What follows belongs to an exercise in optimizing a design on an open flow for small area; a production flow would make more cautious choices.
RTL that was checked went through simulation tests only; none was proved equivalent to the original.
Only the layout flow was run in run 2; the RTL was not checked for function there.
No activity file was given, so power comes from the tool's default toggle rates.

--- run.sh ---
#!/bin/bash
# synth_recipe.tcl (not shown) runs the flow's synth.tcl, then flattens the netlist and writes it again
# the make line also repeats each setting of config.mk as NAME=value (left out here)
make -C /OpenROAD-flow-scripts/flow DESIGN_CONFIG=/design/flow/config.mk WORK_HOME=/design/flow/orfs CLKGATE_MAP_FILE= SYNTH_SCRIPT=/design/flow/synth_recipe.tcl finish
--- config.mk ---
export PLATFORM = sky130hd
export DESIGN_NAME = top
export DESIGN_NICKNAME = top
export VERILOG_FILES = /design/flow/design.v
export SDC_FILE = /design/flow/constraint.sdc
export NUM_CORES = 4
export LEC_CHECK = 0
export CAP_MARGIN = 20
export CORE_MARGIN = 2
export CORE_UTILIZATION = 40
export SLEW_MARGIN = 20
--- constraint.sdc ---
create_clock -name core_clock -period 10.0 [get_ports {clk}]
set_input_delay 2.0000 -clock core_clock [delete_from_list [all_inputs] [get_ports {clk}]]
set_output_delay 2.0000 -clock core_clock [all_outputs]
set_load 0.01 [all_outputs]
--- design.v ---
module window_3x3 #
(
    parameter WIDTH = 8
)
(
    input clk,
    input rst,
    input  [7:0] pixel_in,
    input        pixel_valid,
    output reg [7:0] z1,z2,z3,
    output reg [7:0] z4,z5,z6,
    output reg [7:0] z7,z8,z9,
    output reg window_valid
);
    reg [7:0] line1 [0:WIDTH-1];
    reg [7:0] line2 [0:WIDTH-1];
    reg [$clog2(WIDTH)-1:0] col;
    reg [7:0] r1c1,r1c2,r1c3;
    reg [7:0] r2c1,r2c2,r2c3;
    reg [7:0] r3c1,r3c2,r3c3;
    always @(posedge clk) begin
        if(rst) begin
            col <= 0;
            window_valid <= 0;
            z1<=0;z2<=0;z3<=0;
            z4<=0;z5<=0;z6<=0;
            z7<=0;z8<=0;z9<=0;
            r1c1<=0;r1c2<=0;r1c3<=0;
            r2c1<=0;r2c2<=0;r2c3<=0;
            r3c1<=0;r3c2<=0;r3c3<=0;
        end
        else if(pixel_valid) begin
            r1c1 <= r1c2; r1c2 <= r1c3;
            r2c1 <= r2c2; r2c2 <= r2c3;
            r3c1 <= r3c2; r3c2 <= r3c3;
            r1c3 <= line2[col];
            r2c3 <= line1[col];
            r3c3 <= pixel_in;
            line2[col] <= line1[col];
            line1[col] <= pixel_in;
            z1<=r1c1;z2<=r1c2;z3<=r1c3;
            z4<=r2c1;z5<=r2c2;z6<=r2c3;
            z7<=r3c1;z8<=r3c2;z9<=r3c3;
            if(col==WIDTH-1)
                col<=0;
            else
                col<=col+1;
            if(col>=2)
                window_valid<=1;
            else
                window_valid<=0;
        end
    end
endmodule
module sobel_core(
    input [7:0] z1,z2,z3,
    input [7:0] z4,z5,z6,
    input [7:0] z7,z8,z9,
    output [15:0] edge_out
);
    wire signed [10:0] gx,gy;
    assign gx = (z3 + (z6<<1) + z9) - (z1 + (z4<<1) + z7);
    assign gy = (z7 + (z8<<1) + z9) - (z1 + (z2<<1) + z3);
    assign edge_out =
        (gx[10] ? -gx : gx) +
        (gy[10] ? -gy : gy);
endmodule
module threshold #
(
    parameter TH = 16'd50
)
(
    input  [15:0] edge_in,
    input         valid_in,
    output reg    edge_bin,
    output reg    valid_out
);
    always @(*) begin
        if(valid_in) begin
            if(edge_in > TH)
                edge_bin = 1;
            else
                edge_bin = 0;
            valid_out = 1;
        end
        else begin
            edge_bin = 0;
            valid_out = 0;
        end
    end
endmodule
module top(
    input clk,
    input rst_btn,
    input  [7:0] sw,
    output [3:0] led
);
    wire rst = rst_btn;
    wire [7:0] pixel_in = sw;
    wire pixel_valid = 1'b1;
    wire [7:0] z1,z2,z3;
    wire [7:0] z4,z5,z6;
    wire [7:0] z7,z8,z9;
    wire window_valid;
    wire [15:0] edge_out;
    wire edge_valid;
    wire edge_bin;
    wire edge_bin_valid;
    window_3x3 #(.WIDTH(64)) WIN(
        .clk(clk),
        .rst(rst),
        .pixel_in(pixel_in),
        .pixel_valid(pixel_valid),
        .z1(z1),.z2(z2),.z3(z3),
        .z4(z4),.z5(z5),.z6(z6),
        .z7(z7),.z8(z8),.z9(z9),
        .window_valid(window_valid)
    );
    sobel_core SOBEL(
        .z1(z1),.z2(z2),.z3(z3),
        .z4(z4),.z5(z5),.z6(z6),
        .z7(z7),.z8(z8),.z9(z9),
        .edge_out(edge_out)
    );
    assign edge_valid = window_valid;
    threshold THR(
        .edge_in(edge_out),
        .valid_in(edge_valid),
        .edge_bin(edge_bin),
        .valid_out(edge_bin_valid)
    );
    assign led[0] = edge_bin;
    assign led[1] = edge_bin_valid;
    assign led[2] = edge_out[6];
    assign led[3] = edge_out[7];
endmodule
==> results of run 1 <==
final cells by class:
| cell class | instances | area share, % |
|---|---|---|
| tap | 1414 | 3.55 |
| clock inverter | 53 | 1.16 |
| timing repair buffer | 136 | 2.08 |
| inverter | 76 | 0.573 |
| multi-input combinational | 1357 | 20.8 |
| clock buffer | 146 | 5.95 |
| sequential | 1127 | 65.9 |
cell usage after synthesis (8+ instances only):
master,count,area [um2]
edfxtp_1,1024,30700
a22oi_1,346,2600
dfxtp_1,103,2060
nor2_1,92,345
a22o_1,87,762
a221oi_1,84,736
a31oi_1,84,526
nor2b_1,83,519
a21oi_1,81,405
inv_1,76,285
buf_2,75,375
ha_1,75,938
nand4_1,53,332
clkbuf_1,51,191
xnor2_1,42,368
nand2_1,40,150
fa_1,37,741
nor3_1,36,180
nand3_1,32,160
xor2_1,26,228
o21ai_0,23,115
buf_1,17,63.8
nor4_1,12,75.1
a21o_1,11,82.6
buf_4,11,82.6
and3_1,9,56.3
o21bai_1,8,60.1
through the flow:
step           util, %  cell area, um2  hold WS [ps]  setup slack [ps]  power, uW
6_report          45.8           49800           431               627      12200
5_1_grt           45.8           49800           442               262      12700
4_1_cts           45.7           49700           436              9.47      12100
3_5_place_dp      42.4           46200           426               798       8020
3_3_place_gp      42.4           46200           420               955       7900
2_1_floorplan        -           44000           414              1960       7170
worst paths after layout:
kind	depth (start not counted)	slack [ps]	from	end
worst max-delay path	23	630	WIN.z3[1]	led[0]
worst min-delay path	1	430	WIN.r2c3[1]	WIN.z6[1]
worst max register to register	9	4980	WIN.col[2]	WIN.r2c3[5]
worst min register to register	1	430	WIN.r2c3[1]	WIN.z6[1]
routing by layer:
metal | routed length [um] | part of all wire (%) | vias to the layer above
met5 | 16 | 0.014 | -
met3 | 9890 | 8.4 | 246
met1 | 46700 | 40 | 13091
met2 | 57200 | 48 | 1164
met4 | 4310 | 3.7 | 2
li1 | - | - | 11093
power groups by stage:
stage               sequential (uW)  combinational, uW  clock [uW]
finish                         5300               2860        4070
global route                   5310               3040        4300
CTS                            5300               2620        4130
detailed placement             5400               2610           0
global placement               5400               2500           0
floorplan                      5410               1770           0
worst max-delay path, delay by kind of cell, from the launching register on:
kind / cells / cell delay [ps]
fa+ha+maj: 6 / 2290
flops: 1 / 330
compound gates: 6 / 1110
xor+xnor: 2 / 320
buf+inv: 1 / 200
simple gates: 8 / 2450
cell usage in the layout, fill, tap and decap left out, types with 11 or more instances in the layout:
master	instances
edfxtp_1	1024
a22oi_1	346
buf_4	120
clkbuf_16	109
dfxtp_1	103
nor2_1	88
a22o_1	87
a31oi_1	84
a221oi_1	84
nor2b_1	83
a21oi_1	78
inv_1	76
ha_1	74
nand4_1	53
xnor2_1	42
nand2_1	40
fa_1	37
nand3_1	30
clkbuf_1	27
xor2_1	26
nor3_2	26
o21ai_0	23
clkinv_1	18
clkinv_2	15
a21o_1	11
nor4_1	11
cell families after synthesis:
logic type / count (synthesis) / share of synthesized area [%]
compound gates: 761 / 12.8
xor+xnor: 68 / 1.36
fa+ha+maj: 112 / 3.82
buf+inv: 231 / 2.30
flops: 1127 / 74.7
mux: 3 / 0.0712
other cells: 1 / 0.00854
simple gates: 405 / 4.98
repair_timing:
action / 4_1_cts / 5_1_grt
gates resized for setup: 0 / 14
setup endpoints to repair: 0 / 1
setup buffers: 0 / 3
==> summary.md, run 1 <==
| Metric | Value |
|---|---|
| Pins Over Slew Limit | `0` |
| Area of the multi-input gates | `approximately 0.010 mm2` |
| CP max stage delay | `570 ps` |
| Seq cells post-synth | `1,127` |
| Routed via count | `25,596` |
| Critical path launch point type | `flip-flop` |
| Mapped Cells | `2,708` |
| Final setup viols | `0` |
| Die Y | `335 um` |
| Fin crit period | `approximately 9400 ps` |
| Power per cell area | `between 200 and 250 mW/mm2` |
| Post-CTS Hold Fix Bufs | `0` |
| All-Layer GR Usage | `about a fifth` |
| Met2 global-route usage | `34.4%` |
| Root cell of the clock tree | `clkbuf_16` |
| CP endpoint kind | `output port` |
| First-pass iteration count of the detailed router | `6` |
| Vias in the first global route | `25,546` |
| Worst Path Required | `8000 ps` |
| H-tree levels | `3` |
| Critical path cell sequence | `ha_1, fa_1, a21oi_1, nor2_1, nor2_1, xnor2_1, fa_1, fa_1, ha_1, or4_4, a311oi_2, or4b_1, nand2_1, xnor2_1, ha_2, a21oi_2, o22ai_1, nor4_1, o21ai_0, or4b_1, nor4_2, a31oi_1, dlymetal6s2s_1` |
| EDFF count, synth | `1,024` |
| GRT Max-Usage Layer | `met2` |
| Met3 Use GR | `4.35%` |
| Chip Width | `between 300 and 400 um` |
| Distinct cell type count after synthesis | `64` |
| Pin count of the biggest net entering global routing | `96` |
| RSZ-0062 raised after global routing | `no` |
| Area of the die | `0.113 mm2` |
| Most frequent CP cell | `fa_1` |
| Synth-to-layout area growth | `13.4%` |
| Clock sinks | `1,127` |
| Met1 usage | `27.0%` |
| Grt ovf | `0` |
| Core ar. | `between 0.1 and 0.15 mm2` |
| Fraction of registers with async set/reset | `0%` |
| Cell-internal power | `8730 uW` |
| Wire per inst | `about 27 um` |
| Max-Cap Viols | `0` |
| Clock share of power | `33.3%` |
| Seq/Total Area, Yosys | `74.7%` |
| DRT antenna net count | `0` |
| Hold Vio Cnt, Final | `0` |
| Sequential Area | `0.0328 mm2` |
| Critical path's slowest cell | `or4_4` |
| Max VDD drop | `approximately 380 uV` |
| P_leak | `0.0161 uW` |
| Crit Path Class | `reg2out` |
| Initial core utilization | `40.4%` |
| CTS tree | `yes` |
| Buffers on Ports | `13` |
| First-pass GRT wire length | `172,000 um` |
| Fin cells | `4,309` |
| Placed Cells | `4,107` |
| Status | `finished clean` |
| Dpl hpwl | `around 67,000 um` |
| Clock transition at path regs | `60 ps` |
| Largest fanout on the critical path | `7` |
| Arrival time worst endpoint | `7370 ps` |
| Initial antenna violation count | `2` |
| Worst hold path type | `reg2reg` |
| Seq pwr share | `approximately 43%` |
| Worst slew margin relative to its limit | `21.9%` |
| Ports | `14` |
| Final nets | `~3,000` |
| Drt total wl | `approximately 120,000 um` |
| DR vias/cell | `5.94` |
| Clock tree buffer depth | `3` |
| Layout fillers | `slightly above 9,000` |
| Commonest register cell after synthesis | `edfxtp_1` |
| Worst Skew | `56.2 ps` |
| Top flop regs | `WIN.line1: 512 flops, WIN.line2: 512 flops` |
| Clock latency on the worst-skew pair | `~700 ps` |
| Share of cells above drive strength 1 | `12.0%` |
| Netlist Area Pre-Place | `0.0439 mm2` |
| Switching power total | `3500 uW` |
| Placer Congestion | `0.865` |
| # DRC | `0` |
| Ys Warns | `2` |
| Average size of a mapped cell | `16.2 um2` |
| Setup TNS | `0 ps` |
| Num CTS Buffers | `109` |
| Peak Freq | `0.107 GHz` |
| DRT iter0 DRCs | `2,897` |
| Crit share post-route | `around 94%` |
| Net Sw Frac | `28.6%` |
| # rows | `121` |
| Tightest Pin Transition | `1160 ps` |
| Diodes inserted | `0` |
| Gate power share | `around a quarter` |
==> inputs of run 2 (changes only) <==
==> design.v (replaced) <==
module window_3x3 #
(
    parameter WIDTH = 64
)
(
    input clk,
    input  [7:0] pixel_in,
    output [9:0] s_new,
    output signed [8:0] d_new
);
    localparam N = 2*WIDTH;
    reg [7:0] d [0:N-1];
    integer i;
    always @(posedge clk) begin
        d[0] <= pixel_in;
        for (i = 1; i < N; i = i + 1)
            d[i] <= d[i-1];
    end
    wire [7:0] bot = pixel_in;
    wire [7:0] mid = d[WIDTH-1];
    wire [7:0] top = d[2*WIDTH-1];
    assign s_new = top + {mid, 1'b0} + bot;
    assign d_new = {1'b0, bot} - {1'b0, top};
endmodule
module sobel_core(
    input clk,
    input [9:0] s_new,
    input signed [8:0] d_new,
    output [10:0] edge_out
);
    reg [9:0] s1, s2;
    reg signed [8:0] d1, d2;
    always @(posedge clk) begin
        s1 <= s_new; s2 <= s1;
        d1 <= d_new; d2 <= d1;
    end
    wire signed [10:0] gx = $signed({1'b0, s_new}) - $signed({1'b0, s2});
    wire signed [10:0] gy = d2 + (d1 <<< 1) + d_new;
    assign edge_out =
        (gx[10] ? -gx : gx) +
        (gy[10] ? -gy : gy);
endmodule
module threshold #
(
    parameter TH = 11'd50
)
(
    input  [10:0] edge_in,
    output        edge_bin
);
    assign edge_bin = edge_in > TH;
endmodule
module top(
    input clk,
    input rst_btn,
    input  [7:0] sw,
    output [3:0] led
);
    wire [9:0] s_new;
    wire signed [8:0] d_new;
    window_3x3 WIN(.clk(clk), .pixel_in(sw), .s_new(s_new), .d_new(d_new));
    wire [10:0] mag;
    sobel_core SOBEL(.clk(clk), .s_new(s_new), .d_new(d_new), .edge_out(mag));
    wire gt;
    threshold THR(.edge_in(mag), .edge_bin(gt));
    reg [2:0] s1, s2;
    always @(posedge clk) begin
        s1 <= {mag[7], mag[6], gt};
        s2 <= s1;
    end
    reg [5:0] c;
    always @(posedge clk) begin
        if (rst_btn) c <= 6'd0;
        else         c <= c + 6'd1;
    end
    wire valid = ~((c == 6'd1) | (c == 6'd2));
    assign led[0] = valid & s2[0];
    assign led[1] = valid;
    assign led[2] = s2[1];
    assign led[3] = s2[2];
endmodule
--- a/config.mk
+++ b/config.mk
@@ -8,4 +8,5 @@
 export CAP_MARGIN = 20
 export CORE_MARGIN = 2
-export CORE_UTILIZATION = 40
+export CORE_UTILIZATION = 75
+export PLACE_DENSITY = 0.85
 export SLEW_MARGIN = 20
==> summary.md, run 2 <==
| Metric | Value |
|---|---|
| Ys Warns | `4` |
| Placed Cells | `1,887` |
| Post-synth top cells | `1,072 x dfxtp_1, 53 x ha_1, 44 x nor2_1` |
| Buffers on Ports | `13` |
| Clock sinks | `between 1,000 and 1,500` |
| Setup Fix Bufs, Post-CTS | `0` |
| Synth area leaders | `dfxtp_1 88%, ha_1 2.7%, fa_1 1.7%` |
| Placer Congestion | `0.819` |
| Commonest register cell after synthesis | `dfxtp_1` |
| Most common cell in the netlist | `dfxtp_1` |
| Placement Cell Area | `about 0.025 mm2` |
| Dpl hpwl | `about 23,000 um` |
| # rows | `65` |
| Post-CTS Hold Fix Bufs | `0` |
| Err | `[ERROR DPL-0033] detailed placement checks failed during check placement.` |
| H-tree levels | `3` |
| Initial core utilization | `between 70% and 80%` |
| EDFF count, synth | `0` |
| Average size of a mapped cell | `around 17 um2` |
| Mapped Cells | `1,445` |
| Distinct cell type count after synthesis | `61` |
| Chip Width | `184 um` |
| CTS resizes | `0` |
| Pre-CTS setup slack | `between 1000 and 1500 ps` |
| Fraction of registers with async set/reset | `0%` |
| Clock tree buffer depth | `3` |
| Seq cells post-synth | `1,072` |
| Netlist Area Pre-Place | `0.0244 mm2` |
| Ports | `14` |
| Root cell of the clock tree | `clkbuf_16` |
| Seq/Total Area, Yosys | `88.1%` |
| Stopped at | `clock tree synthesis` |
| Status | `aborted with a tool error` |
| Die Y | `about 180 um` |
| Num CTS Buffers | `87` |
| Dominant cell type by area after synthesis | `dfxtp_1` |
| Share of the synthesized area in the top cell type | `88.1%` |
-- run 2: changes by cell type after synthesis, sizes merged, moves of 48 or more --
cell,previous run,this run
a21oi,82,21
a221oi,86,0
a22o,87,0
a22oi,346,0
a31oi,84,3
buf,104,3
clkbuf,51,3
dfxtp,103,1072
edfxtp,1024,0
nand4,53,2
nor2,92,44
nor2b,84,7
-- run 2: logic make-up after synthesis --
kind of cell | Yosys count | synth area share (%)
buffers and inverters | 51 | 0.832
flip-flops | 1072 | 88.1
XOR/XNOR | 47 | 1.72
AO/OA/AOI/OAI | 82 | 2.24
adder cells (fa/ha/maj) | 74 | 4.45
AND/OR/NAND/NOR | 117 | 2.55
multiplexers | 2 | 0.0873
-- run 2: worst max-delay path by stage --
stage | startpoint | endpoint | slack [ps] | depth (start not counted)
3_5_place_dp | sw[1] | s1[0] | 1030 | 28
3_3_place_gp | sw[1] | s1[0] | 1650 | 28
2_1_floorplan | sw[0] | s1[0] | 2690 | 28
-- run 2: per-stage QoR --
| stage | hold slack [ps] | util (%) |
|---|---|---|
| detailed placement | 312 | 78.6 |
| global placement | 310 | 78.6 |
| floorplan | 310 | - |
-- run 2: power groups by stage --
stage / sequential (uW) / combinational [uW] / clock [uW]
2_1_floorplan: 4490 / 378 / 0
3_3_place_gp: 4500 / 467 / 0
3_5_place_dp: 4510 / 486 / 0
==> inputs of run 3 (changes only) <==
--- a/design.v
+++ b/design.v
@@ -35,5 +35,5 @@
         d1 <= d_new; d2 <= d1;
     end
-    wire signed [10:0] gx = $signed({1'b0, s_new}) - $signed({1'b0, s2});
+    wire signed [10:0] gx = {1'b0, s_new} - {1'b0, s2};
     wire signed [10:0] gy = d2 + (d1 <<< 1) + d_new;
     assign edge_out =
--- a/config.mk
+++ b/config.mk
@@ -8,5 +8,4 @@
 export CAP_MARGIN = 20
 export CORE_MARGIN = 2
-export CORE_UTILIZATION = 75
-export PLACE_DENSITY = 0.85
+export CORE_UTILIZATION = 40
 export SLEW_MARGIN = 20
==> summary.md, run 3 <==
| Metric | Value |
|---|---|
| Root cell of the clock tree | `clkbuf_16` |
| Synth area leaders | `dfxtp_1 88%, ha_1 2.7%, fa_1 1.7%` |
| P_leak | `0.0119 uW` |
| Worst Path Required | `10,490 ps` |
| Clock transition at path regs | `60 ps` |
| Top flop regs | `WIN.d: 1024 flops, SOBEL.s1: 10 flops` |
| Chip Width | `251 um` |
| Post-CTS Hold Fix Bufs | `0` |
| Core ar. | `0.0602 mm2` |
| Largest reg by FF count | `WIN.d` |
| Dpl hpwl | `14,600 um` |
| Largest register FFs | `~1,000` |
| Fraction of registers with async set/reset | `0%` |
| Worst slew margin relative to its limit | `a little over half` |
| CP endpoint kind | `flip-flop` |
| Critical path buffer and inverter count | `2` |
| Worst setup margin | `2050 ps` |
| Pins Over Slew Limit | `0` |
| Hold Vio Cnt, Final | `0` |
| Grt ovf | `0` |
| Vias in the first global route | `9,508` |
| Crit share post-route | `79.5%` |
| Ports | `14` |
| Worst hold slack | `307 ps` |
| Crit Path Class | `in2reg` |
| Synth Area in XOR/XNOR | `under 10%` |
| Buffers on Ports | `13` |
| DR vias/cell | `3.93` |
| Compound-Gate Fraction of Synth Area | `2.24%` |
| Wire per inst | `11.4 um` |
| Pin count of the biggest net entering global routing | `17` |
| Critical path's slowest cell | `clkdlybuf4s50_1` |
| Mapped Cells | `1,445` |
| Final setup viols | `0` |
| Peak Freq | `0.126 GHz` |
| Netlist Area Pre-Place | `around 0.024 mm2` |
| Flop2flop setup slack | `3620 ps` |
| Seq/Total Area, Yosys | `approximately nine tenths` |
| Area of the die | `0.0629 mm2` |
| Routed via count | `9,438` |
| First-pass iteration count of the detailed router | `4` |
| Share of cells above drive strength 1 | `10.4%` |
| Fin cells | `2,402` |
| Commonest register cell after synthesis | `dfxtp_1` |
| Setup TNS | `0 ps` |
| Arrival time worst endpoint | `8440 ps` |
| Placement Cell Area | `0.0254 mm2` |
| Seq pwr share | `about half` |
| Cell family with most CP delay | `compound AO/OA/AOI/OAI gates` |
| Main combinational cell family by area after synthesis | `adder cells` |
| Commonest cells after routing, fill and taps aside | `1,072 x dfxtp_1, 93 x clkbuf_16, 53 x ha_1` |
| Initial antenna violation count | `0` |
| DRT antenna net count | `0` |
| H-tree levels | `3` |
| All-Layer GR Usage | `9.15%` |
| Max VDD drop | `174 uV` |
| Synth-to-layout area growth | `18.1%` |
| Commonest non-fill, non-tap cell in the layout | `dfxtp_1` |
| Diodes inserted | `0` |
| Post-synth top cells | `1,072 x dfxtp_1, 53 x ha_1, 44 x nor2_1` |
| Ys Warns | `4` |
| EDFF count, synth | `0` |
| Die Y | `251 um` |
| Num CTS Buffers | `93` |
| Average size of a mapped cell | `between 15 and 20 um2` |
| Seq cells post-synth | `1,072` |
| Max-Cap Viols | `0` |
| Most common cell in the netlist | `dfxtp_1` |
| RSZ-0062 raised after global routing | `no` |
| Synth Area in Adders | `4.45%` |
| Post-synthesis simple-gate area fraction | `under 10%` |
| Pre-CTS setup slack | `1420 ps` |
| Largest fanout on the critical path | `9` |
| Power per cell area | `299 mW/mm2` |
| Cell-internal power | `6820 uW` |
| Clock tree buffer depth | `3` |
| Distinct cell type count after synthesis | `61` |
| Gate power share | `5.5%` |
| # rows | `90` |
| Clock latency on the worst-skew pair | `630 ps` |
| Dominant cell type by area after synthesis | `dfxtp_1` |
| Status | `finished clean` |
| Net Sw Frac | `between 20% and 30%` |
| Mux contribution to synthesized area | `0.0873%` |
| Placer Congestion | `0.714` |
| Clock share of power | `43.3%` |
| DRT iter0 DRCs | `382` |
| Switching power total | `1780 uW` |
| Worst hold path type | `reg2reg` |
| Final nets | `1,631` |
| Drt total wl | `27,300 um` |
| Fin crit period | `7950 ps` |
| # DRC | `0` |
| Worst Skew | `25.6 ps` |
| Setup Fix Bufs, Post-CTS | `0` |
| Tightest Pin Transition | `roughly 680 ps` |
| CTS tree | `yes` |
| Clock sinks | `between 1,000 and 1,500` |
| Placed Cells | `2,234` |
| First-pass GRT wire length | `between 40,000 and 50,000 um` |
| Post-route cell area | `0.0288 mm2` |
| Critical path launch point type | `primary input` |
| Initial core utilization | `just over 40%` |
| CP max stage delay | `630 ps` |
| Share of the synthesized area in the top cell type | `~90%` |
| CTS resizes | `0` |
-- run 3: cell counts after synthesis --
No cell type changed its count.
-- run 3: path summary, 6_finish.rpt --
path | from | endpoint | cells after the start
worst max-delay path | sw[1] | s1[0] | 28
worst min-delay path | WIN.d[47][1] | WIN.d[48][1] | 0
worst max register to register | WIN.d[127][1] | s1[0] | 28
worst min register to register | WIN.d[47][1] | WIN.d[48][1] | 0
-- run 3: kinds of logic (layout without fill, tap and decap cells) --
| family | Yosys count | in the layout |
|---|---|---|
| AOI/OAI and AO/OA | 82 | 82 |
| xor gates and xnor gates | 47 | 47 |
| adders and majority gates | 74 | 74 |
| buffers and inverters | 51 | 226 |
| DFF | 1072 | 1072 |
| muxes | 2 | 2 |
| and+or+nand+nor | 117 | 117 |
-- run 3: final cells by class --
cell class                 count  area (um2)
sequential                  1072       21500
timing repair buffer          13         130
fill                        4995       31500
inverter                      45         169
tap                          782         978
clock buffer                 130        2720
clock inverter                38         628
multi-input combinational    322        2690
-- run 3: through the flow --
step           utilization (%)  total power (uW)
2_1_floorplan                -              4860
3_3_place_gp              42.2              4960
3_5_place_dp              42.2              4970
4_1_cts                   47.8              8710
5_1_grt                   47.8              8950
6_report                  47.8              8600
-- run 3: routing by layer --
layer,track usage (%),vias up,share of wire (%)
met5,0,-,0
met4,4.21,0,3.0
met3,3.20,76,4.2
met2,12.2,109,39
met1,13.2,4449,54
li1,-,4804,-
-- run 3: power groups by stage --
stage | clock, uW | combinational, uW | sequential, uW
after floorplan | 0 | 378 | 4490
after global placement | 0 | 464 | 4500
after detailed placement | 0 | 471 | 4500
after CTS | 3830 | 474 | 4410
after global routing | 4010 | 533 | 4410
final | 3720 | 470 | 4400
==> inputs of run 4 (changes only) <==
--- a/design.v
+++ b/design.v
@@ -37,7 +37,6 @@
     wire signed [10:0] gx = {1'b0, s_new} - {1'b0, s2};
     wire signed [10:0] gy = d2 + (d1 <<< 1) + d_new;
-    assign edge_out =
-        (gx[10] ? -gx : gx) +
-        (gy[10] ? -gy : gy);
+    wire sx = gx[10], sy = gy[10];
+    assign edge_out = (gx ^ {11{sx}}) + (gy ^ {11{sy}}) + sx + sy;
 endmodule
 module threshold #
==> flow/run.sh (new file) <==
#!/bin/bash
# Layout flow: the standard synthesis, then the combinational logic between
# the (unchanged) registers is re-mapped by ABC for area, then the standard ORFS
# steps with a clock tree built from small clock buffers and no dummy loads.
set -euo pipefail
R=orfs/results/$FLOW_PLATFORM/top/base
LIB=$FLOW_HOME/platforms/$FLOW_PLATFORM/lib/sky130_fd_sc_hd__tt_025C_1v80.lib

bash standard.sh synth > log_standard_synth.txt 2>&1

# Re-map the combinational logic of the standard netlist; the flip-flops stay
# as they are (same cells, same instance names).
cp $R/1_2_yosys.v std_netlist.v
DU=$(for c in $(sed -n 's/.*\(sky130_fd_sc_hd__\(lpflow\|probe\)[a-z0-9_]*\).*/\1/p' \
       $FLOW_HOME/platforms/$FLOW_PLATFORM/config.mk | sort -u); do printf -- '-dont_use %s ' $c; done)
cat > resynth.ys <<EOF
read_liberty -ignore_miss_func $LIB
blackbox sky130_fd_sc_hd__dfxtp_1
read_verilog std_netlist.v
hierarchy -top top
flatten
opt -purge
abc -liberty $LIB $DU -script "+$(cat flow/abc.script)"
opt_clean -purge
hilomap -singleton -hicell sky130_fd_sc_hd__conb_1 HI -locell sky130_fd_sc_hd__conb_1 LO
insbuf -buf sky130_fd_sc_hd__buf_4 A X
stat -liberty $LIB
write_verilog -noattr -noexpr -nohex -nodec resynth_netlist.v
EOF
yosys -l log_resynth.txt -q resynth.ys > /dev/null 2>&1
cp resynth_netlist.v $R/1_2_yosys.v

bash standard.sh \
  "CTS_ARGS=$(cat flow/cts_args.txt)" \
  "BUFFER_PORTS_ARGS=-buffer_cell sky130_fd_sc_hd__buf_1" \
  finish > log_standard_finish.txt 2>&1
==> flow/abc.script (new file) <==
strash;&get -n;&deepsyn -J 50 -S 4 -T 250;&put;dch -f;amap
==> flow/cts_args.txt (new file) <==
-sink_clustering_enable -repair_clock_nets -dont_use_dummy_load -buf_list sky130_fd_sc_hd__clkbuf_4 -sink_clustering_size 12 -sink_clustering_max_diameter 40
==> standard.sh (new file) <==
#!/bin/bash
# synth_recipe.tcl (not shown) runs the flow's synth.tcl, then flattens the netlist and writes it again
# the make line also repeats each setting of config.mk as NAME=value (left out here)
make -C /OpenROAD-flow-scripts/flow DESIGN_CONFIG=/design/flow/config.mk WORK_HOME=/design/flow/orfs CLKGATE_MAP_FILE= SYNTH_SCRIPT=/design/flow/synth_recipe.tcl "${@:-finish}"
removed: run.sh
==> summary.md, run 4 <==
| Metric | Value |
|---|---|
| Chip Width | `roughly 240 um` |
| Worst hold slack | `roughly 250 ps` |
| Post-CTS Hold Fix Bufs | `0` |
| Fin crit period | `8770 ps` |
| Power per cell area | `253 mW/mm2` |
| Critical path's slowest cell | `o22ai_2` |
| First-pass GRT wire length | `43,900 um` |
| Total Power | `6320 uW` |
| Tightest Pin Transition | `roughly 770 ps` |
| Netlist Area Pre-Place | `0.0231 mm2` |
| Crit share post-route | `87.7%` |
| Top flop regs | `WIN.d: 1024 flops, SOBEL.s1: 10 flops` |
| Endpoint, Worst Hold | `WIN.d[85][7]` |
| Pins Over Slew Limit | `0` |
| Initial antenna violation count | `3` |
| Worst slew margin relative to its limit | `48.9%` |
| Area of the die | `0.0598 mm2` |
| Worst setup margin | `1230 ps` |
| CP max stage delay | `410 ps` |
| DRT antenna net count | `0` |
| Hold Vio Cnt, Final | `0` |
| Fin cells | `around 2,300` |
| Layout fillers | `5,108` |
| Wire per inst | `around 11 um` |
| Status | `finished clean` |
| Worst Hold Depth | `0` |
| Peak Freq | `0.114 GHz` |
| Seq pwr share | `between 60% and 70%` |
| Final setup viols | `0` |
| Crit Path Class | `in2reg` |
| R2R cell count | `48` |
| P_leak | `0.00995 uW` |
| # DRC | `0` |
| Grt ovf | `0` |
| Most frequent CP cell | `o21ai_0` |
| Placed Cells | `2,202` |
| Die Y | `245 um` |
| Root cell of the clock tree | `clkbuf_4` |
| Dpl hpwl | `12,700 um` |
| Cell-internal power | `between 4000 and 5000 uW` |
| Largest fanout on the critical path | `9` |
| Ys Warns | `4` |
| Initial core utilization | `approximately 40%` |
| R2R Path End | `s1[0]` |
| Average size of a mapped cell | `between 15 and 20 um2` |
| Worst hold path type | `reg2reg` |
| Arrival time worst endpoint | `9440 ps` |
| CTS tree | `yes` |
| Placer Congestion | `0.707` |
| H-tree levels | `3` |
| Min-delay src | `WIN.d[84][7]` |
| Net Sw Frac | `a little over a fifth` |
| Largest reg by FF count | `WIN.d` |
| Ports | `14` |
| Clock tree buffer depth | `3` |
| Routed via count | `between 9,000 and 10,000` |
| First-pass iteration count of the detailed router | `5` |
| Final nets | `approximately 1,600` |
| Worst Path Required | `between 10,000 and 15,000 ps` |
| Mapped Cells | `1,426` |
| Commonest non-fill, non-tap cell in the layout | `dfxtp_1` |
| Largest register FFs | `1,024` |
| Flop2flop setup slack | `2270 ps` |
| Synth-to-layout area growth | `7.90%` |
| Worst Skew | `77.6 ps` |
| DR vias/cell | `~3.9` |
| Num CTS Buffers | `109` |
| Setup TNS | `0 ps` |
| Max VDD drop | `about 120 uV` |
| Pre-CTS setup slack | `355 ps` |
| RSZ-0062 raised after global routing | `no` |
| Vias in the first global route | `9,317` |
| Clock latency on the worst-skew pair | `roughly 830 ps` |
| Share of cells above drive strength 1 | `7.12%` |
| Clock share of power | `a little over a quarter` |
| All-Layer GR Usage | `8.93%` |
| Clock sinks | `1,072` |
| Max-Cap Viols | `0` |
| RR Startpoint | `WIN.d[127][1]` |
| Gate power share | `4.2%` |
| Drt total wl | `roughly 25,000 um` |
| Switching power total | `1350 uW` |
| Setup Fix Bufs, Post-CTS | `0` |
| Clock transition at path regs | `100 ps` |
| Buffers on Ports | `13` |
| CTS resizes | `0` |
| CP endpoint kind | `flip-flop` |
| Critical path launch point type | `primary input` |
| # rows | `88` |
| Pin count of the biggest net entering global routing | `15` |
| Commonest cells after routing, fill and taps aside | `1,072 x dfxtp_1, 109 x clkbuf_4, 68 x nand2_1, 68 x o21ai_0, 59 x nor2_1` |
| Core ar. | `0.0575 mm2` |
| DRT iter0 DRCs | `321` |
[run 4: per-layer routing]
metal / global-route usage, % / part of all wire, % / up-vias / routed length [um]
li1: - / - / 4788 / -
met1: 12.5 / 54 / 4098 / 13500
met2: 11.9 / 37 / 126 / 9310
met3: 3.19 / 4.9 / 88 / 1240
met4: 4.93 / 3.8 / 2 / 957
met5: 0 / 0.048 / - / 12
[run 4: critical path: cells and delay by family]
kind	cells	cell delay (ps)
and+or+nand+nor	19	2040
AOI/OAI and AO/OA	25	4370
buffers and inverters	5	1010
[run 4: worst max-delay path by stage]
stage,from,endpoint,slack (ps),cells past startpoint
4_1_cts,sw[1],s1[0],1240,49
3_5_place_dp,sw[1],s1[0],350,49
5_1_grt,sw[1],s1[0],90,49
2_1_floorplan,sw[1],s1[0],1900,48
3_3_place_gp,sw[1],s1[0],1060,49
6_report,sw[1],s1[0],1230,49
[run 4: layout make-up]
type | count | area [um2] | area share (%)
repair buffers | 13 | 48.8 | 0.195
multi-input cells | 311 | 1530 | 6.11
inverters | 41 | 154 | 0.616
clock buffers | 109 | 818 | 3.28
well taps | 765 | 957 | 3.83
flip-flops and latches | 1072 | 21500 | 85.9
diodes | 5 | 12.5 | 0.0501
[run 4: power by group through the flow]
stage               clock network [uW]  logic, uW  registers (uW)
floorplan                            0        212            4490
global placement                     0        249            4510
detailed placement                   0        259            4510
CTS                               1750        260            4410
global route                      1920        307            4420
finish                            1650        264            4410
[run 4: metrics by stage]
stage	area, um2	util (%)
floorplan	23100	-
global placement	24100	42.0
detailed placement	24100	42.0
CTS	25000	43.4
global route	25000	43.5
finish	25000	43.5
==> inputs of run 5 (changes only) <==
==> flow/run.sh (replaced) <==
#!/bin/bash
# Layout flow: the standard synthesis, then the combinational logic between
# the (unchanged) registers is re-mapped by ABC for area (a few ABC scripts are
# tried and the smallest result is kept), then the standard ORFS steps with a
# clock tree built from small clock buffers and no dummy loads.
set -euo pipefail
R=orfs/results/$FLOW_PLATFORM/top/base
LIB=$FLOW_HOME/platforms/$FLOW_PLATFORM/lib/sky130_fd_sc_hd__tt_025C_1v80.lib

bash standard.sh synth > log_standard_synth.txt 2>&1

# Re-map the combinational logic of the standard netlist; the flip-flops stay
# as they are (same cells, same instance names).
cp $R/1_2_yosys.v std_netlist.v
DU=$(for c in $(sed -n 's/.*\(sky130_fd_sc_hd__\(lpflow\|probe\)[a-z0-9_]*\).*/\1/p' \
       $FLOW_HOME/platforms/$FLOW_PLATFORM/config.mk | sort -u); do printf -- '-dont_use %s ' $c; done)
i=0
while IFS= read -r script; do
  [[ -z "$script" ]] && continue
  i=$((i+1))
  cat > resynth_$i.ys <<EOF
read_liberty -ignore_miss_func $LIB
blackbox sky130_fd_sc_hd__dfxtp_1
read_verilog std_netlist.v
hierarchy -top top
flatten
opt -purge
abc -liberty $LIB $DU -script "+$script"
opt_clean -purge
hilomap -singleton -hicell sky130_fd_sc_hd__conb_1 HI -locell sky130_fd_sc_hd__conb_1 LO
insbuf -buf sky130_fd_sc_hd__buf_4 A X
tee -o resynth_$i.stat stat -liberty $LIB
write_verilog -noattr -noexpr -nohex -nodec resynth_$i.v
EOF
  (yosys -l log_resynth_$i.txt -q resynth_$i.ys > /dev/null 2>&1 || true) &
done < flow/abc_scripts.txt
wait
best=""; best_area=""
for j in $(seq 1 $i); do
  [[ -f resynth_$j.v && -f resynth_$j.stat ]] || continue
  a=$(sed -n "s/.*Chip area for module '\\\\top': \([0-9.]*\).*/\1/p" resynth_$j.stat)
  [[ -z "$a" ]] && continue
  echo "script $j: area $a" >> resynth_choice.txt
  if [[ -z "$best" ]] || awk -v a="$a" -v b="$best_area" 'BEGIN{exit !(a<b)}'; then best=$j; best_area=$a; fi
done
echo "chosen: $best ($best_area)" >> resynth_choice.txt
cp resynth_$best.v $R/1_2_yosys.v

bash standard.sh \
  "CTS_ARGS=$(cat flow/cts_args.txt)" \
  "BUFFER_PORTS_ARGS=-buffer_cell sky130_fd_sc_hd__buf_1" \
  finish > log_standard_finish.txt 2>&1
==> flow/abc_scripts.txt (new file) <==
strash;&get -n;&deepsyn -J 50 -S 4 -T 250;&put;dch -f;amap
strash;&get -n;&deepsyn -J 200 -S 4 -T 400;&put;dch -f;amap
strash;&get -n;&deepsyn -J 50 -S 4 -T 250;&put;dch -f;amap;&get -n;&deepsyn -J 50 -S 5 -T 250;&put;dch -f;amap;&get -n;&deepsyn -J 50 -S 6 -T 250;&put;dch -f;amap
strash;&get -n;&deepsyn -J 200 -S 7 -T 400;&put;dch -f;amap
removed: flow/abc.script
==> summary.md, run 5 <==
| Metric | Value |
|---|---|
| Status | `finished clean` |
| # rows | `88` |
| Vias in the first global route | `9,027` |
| Power per cell area | `252 mW/mm2` |
| Largest reg by FF count | `WIN.d` |
| Routed via count | `9,050` |
| CTS resizes | `0` |
| Pin count of the biggest net entering global routing | `14` |
| Placement Cell Area | `~0.024 mm2` |
| Largest register FFs | `1,024` |
| Wire per inst | `10.5 um` |
| Clock sinks | `1,072` |
| Grt ovf | `0` |
| CP max stage delay | `720 ps` |
| Seq pwr share | `70.2%` |
| Clock transition at path regs | `100 ps` |
| Mapped Cells | `1,422` |
| Critical path's slowest cell | `o21ai_0` |
| Peak Freq | `roughly 0.12 GHz` |
| Gate power share | `4.0%` |
| Crit share post-route | `between 80% and 90%` |
| Worst Hold Depth | `0` |
| Commonest non-fill, non-tap cell in the layout | `dfxtp_1` |
| Clock tree buffer depth | `3` |
| Placer Congestion | `0.744` |
| All-Layer GR Usage | `8.65%` |
| Clock latency on the worst-skew pair | `around 860 ps` |
| Commonest cells after routing, fill and taps aside | `1,072 x dfxtp_1, 106 x clkbuf_4, 69 x nand2_1` |
| Post-route cell area | `0.0249 mm2` |
| Average size of a mapped cell | `approximately 16 um2` |
| Chip Width | `around 240 um` |
| Worst Skew | `60.8 ps` |
| CTS tree | `yes` |
| P_leak | `approximately 0.01 uW` |
| H-tree levels | `3` |
| Die Y | `approximately 240 um` |
| DR vias/cell | `3.92` |
| First-pass GRT wire length | `42,200 um` |
| Net Sw Frac | `21.2%` |
| Top flop regs | `WIN.d: 1024 flops, SOBEL.s1: 10 flops` |
| Final setup viols | `0` |
| Most frequent CP cell | `a21oi_1` |
| Dpl hpwl | `~13,000 um` |
| Worst slew margin relative to its limit | `39.8%` |
| Max-Cap Viols | `0` |
| Area of the die | `0.0598 mm2` |
| Final nets | `1,551` |
| Share of cells above drive strength 1 | `6.89%` |
| Fin crit period | `8370 ps` |
| Clock share of power | `25.8%` |
| First-pass iteration count of the detailed router | `4` |
| DRT iter0 DRCs | `322` |
| Synth-to-layout area growth | `7.78%` |
| Critical path launch point type | `primary input` |
| Pins Over Slew Limit | `0` |
| R2R cell count | `41` |
| Switching power total | `approximately 1300 uW` |
| Ports | `14` |
| Crit Path Class | `in2reg` |
| Cell-internal power | `4960 uW` |
| Core ar. | `between 0.05 and 0.06 mm2` |
| Arrival time worst endpoint | `just over 9000 ps` |
| Hold Vio Cnt, Final | `0` |
| Num CTS Buffers | `~110` |
| Root cell of the clock tree | `clkbuf_4` |
| DRT antenna net count | `0` |
| Ys Warns | `4` |
| Initial antenna violation count | `2` |
| Post-CTS Hold Fix Bufs | `0` |
| Setup TNS | `0 ps` |
| Buffers on Ports | `13` |
| Drt total wl | `24,300 um` |
| Netlist Area Pre-Place | `~0.023 mm2` |
| Setup Fix Bufs, Post-CTS | `0` |
| RSZ-0062 raised after global routing | `no` |
| Initial core utilization | `40.3%` |
| Tightest Pin Transition | `894 ps` |
| Worst hold path type | `reg2reg` |
| # DRC | `0` |
| Max VDD drop | `109 uV` |
| Largest fanout on the critical path | `9` |
| Worst Path Required | `10,730 ps` |
| CP endpoint kind | `flip-flop` |
run 5: final timing paths:
| kind | endpoint | slack, ps | start |
|---|---|---|---|
| max | s1[2] | 1630 | sw[0] |
| min | WIN.d[28][3] | 250 | WIN.d[27][3] |
| max reg2reg | s1[2] | 2520 | WIN.d[127][1] |
| min reg2reg | WIN.d[28][3] | 250 | WIN.d[27][3] |
run 5: cell type report:
type | instances | area [um2]
inverters | 34 | 128
diodes | 5 | 12.5
repair buffers | 13 | 48.8
well taps | 765 | 957
flip-flops and latches | 1072 | 21500
fillers | 5098 | 32500
multi-input cells | 314 | 1540
clock buffers | 106 | 796
run 5: critical path, delay by kind of cell:
family                 cells  cell delay (ps)
buffers and inverters      4              880
AOI/OAI and AO/OA         23             4480
and+or+nand+nor           17             1690
run 5: stage by stage:
step | util, % | power (uW) | hold slack (ps) | instances | setup slack, ps
after CTS | 43.4 | 6390 | 254 | 2304 | 1730
after floorplan | - | 4700 | 310 | 1422 | 2040
after global routing | 43.4 | 6600 | 243 | 2309 | 697
after global placement | 42.0 | 4740 | 311 | 2198 | 1110
after detailed placement | 42.0 | 4760 | 312 | 2198 | 769
final | 43.4 | 6290 | 254 | 2309 | 1630
run 5: power groups by stage:
stage	Sequential, uW	Combinational [uW]	Clock (uW)
2_1_floorplan	4490	203	0
3_3_place_gp	4510	238	0
3_5_place_dp	4510	250	0
4_1_cts	4410	251	1720
5_1_grt	4420	288	1890
6_report	4410	252	1620
run 5: per-layer routing:
metal,share of wire (%),vias to the layer above,track usage [%],routed length [um]
met3,4.9,70,3.33,1200
li1,-,4742,-,-
met5,0,-,0,0
met1,55,4099,12.3,13300
met2,37,139,11.2,8990
met4,3.4,0,4.64,832

port drivers added, routing unchanged:
The results above use ideal ports. As a check the final layouts listed here were re-extracted and re-timed, cells and wires unchanged.
Step 1 (the two cells are an assumption about what drives the block):
set clk [get_ports {clk}]
set_driving_cell -lib_cell sky130_fd_sc_hd__clkbuf_16 $clk
set_driving_cell -lib_cell sky130_fd_sc_hd__buf_2 [delete_from_list [all_inputs] $clk]
Step 2 adds t to the input delays and takes it off the output delays; t is the mean of the earliest and latest rising clock arrival at the registers after step 1. Input paths then give back, and output paths get back, about the clock's delay inside the block.
Slacks: ideal / step 1 / step 2; pairs: ideal / step 1.
run | t (ns) | setup WS [ns] | worst setup path at the end | worst data-port slew with drivers (ns)
run 1 | 0.747 | 0.627 / 0.552 / 1.299 | register to output | 0.09
run 3 | 0.677 | 2.051 / 2.048 / 1.371 | input to register | 0.07
run 4 | 0.851 | 1.230 / 1.258 / 0.407 | input to register | 0.11
run 5 | 0.871 | 1.631 / 1.639 / 0.769 | input to register | 0.07
After both steps every run listed still meets setup and hold. The setup slack of run 5, which loses most, moves by +0.008 ns with the drivers and by -0.862 ns with both steps.
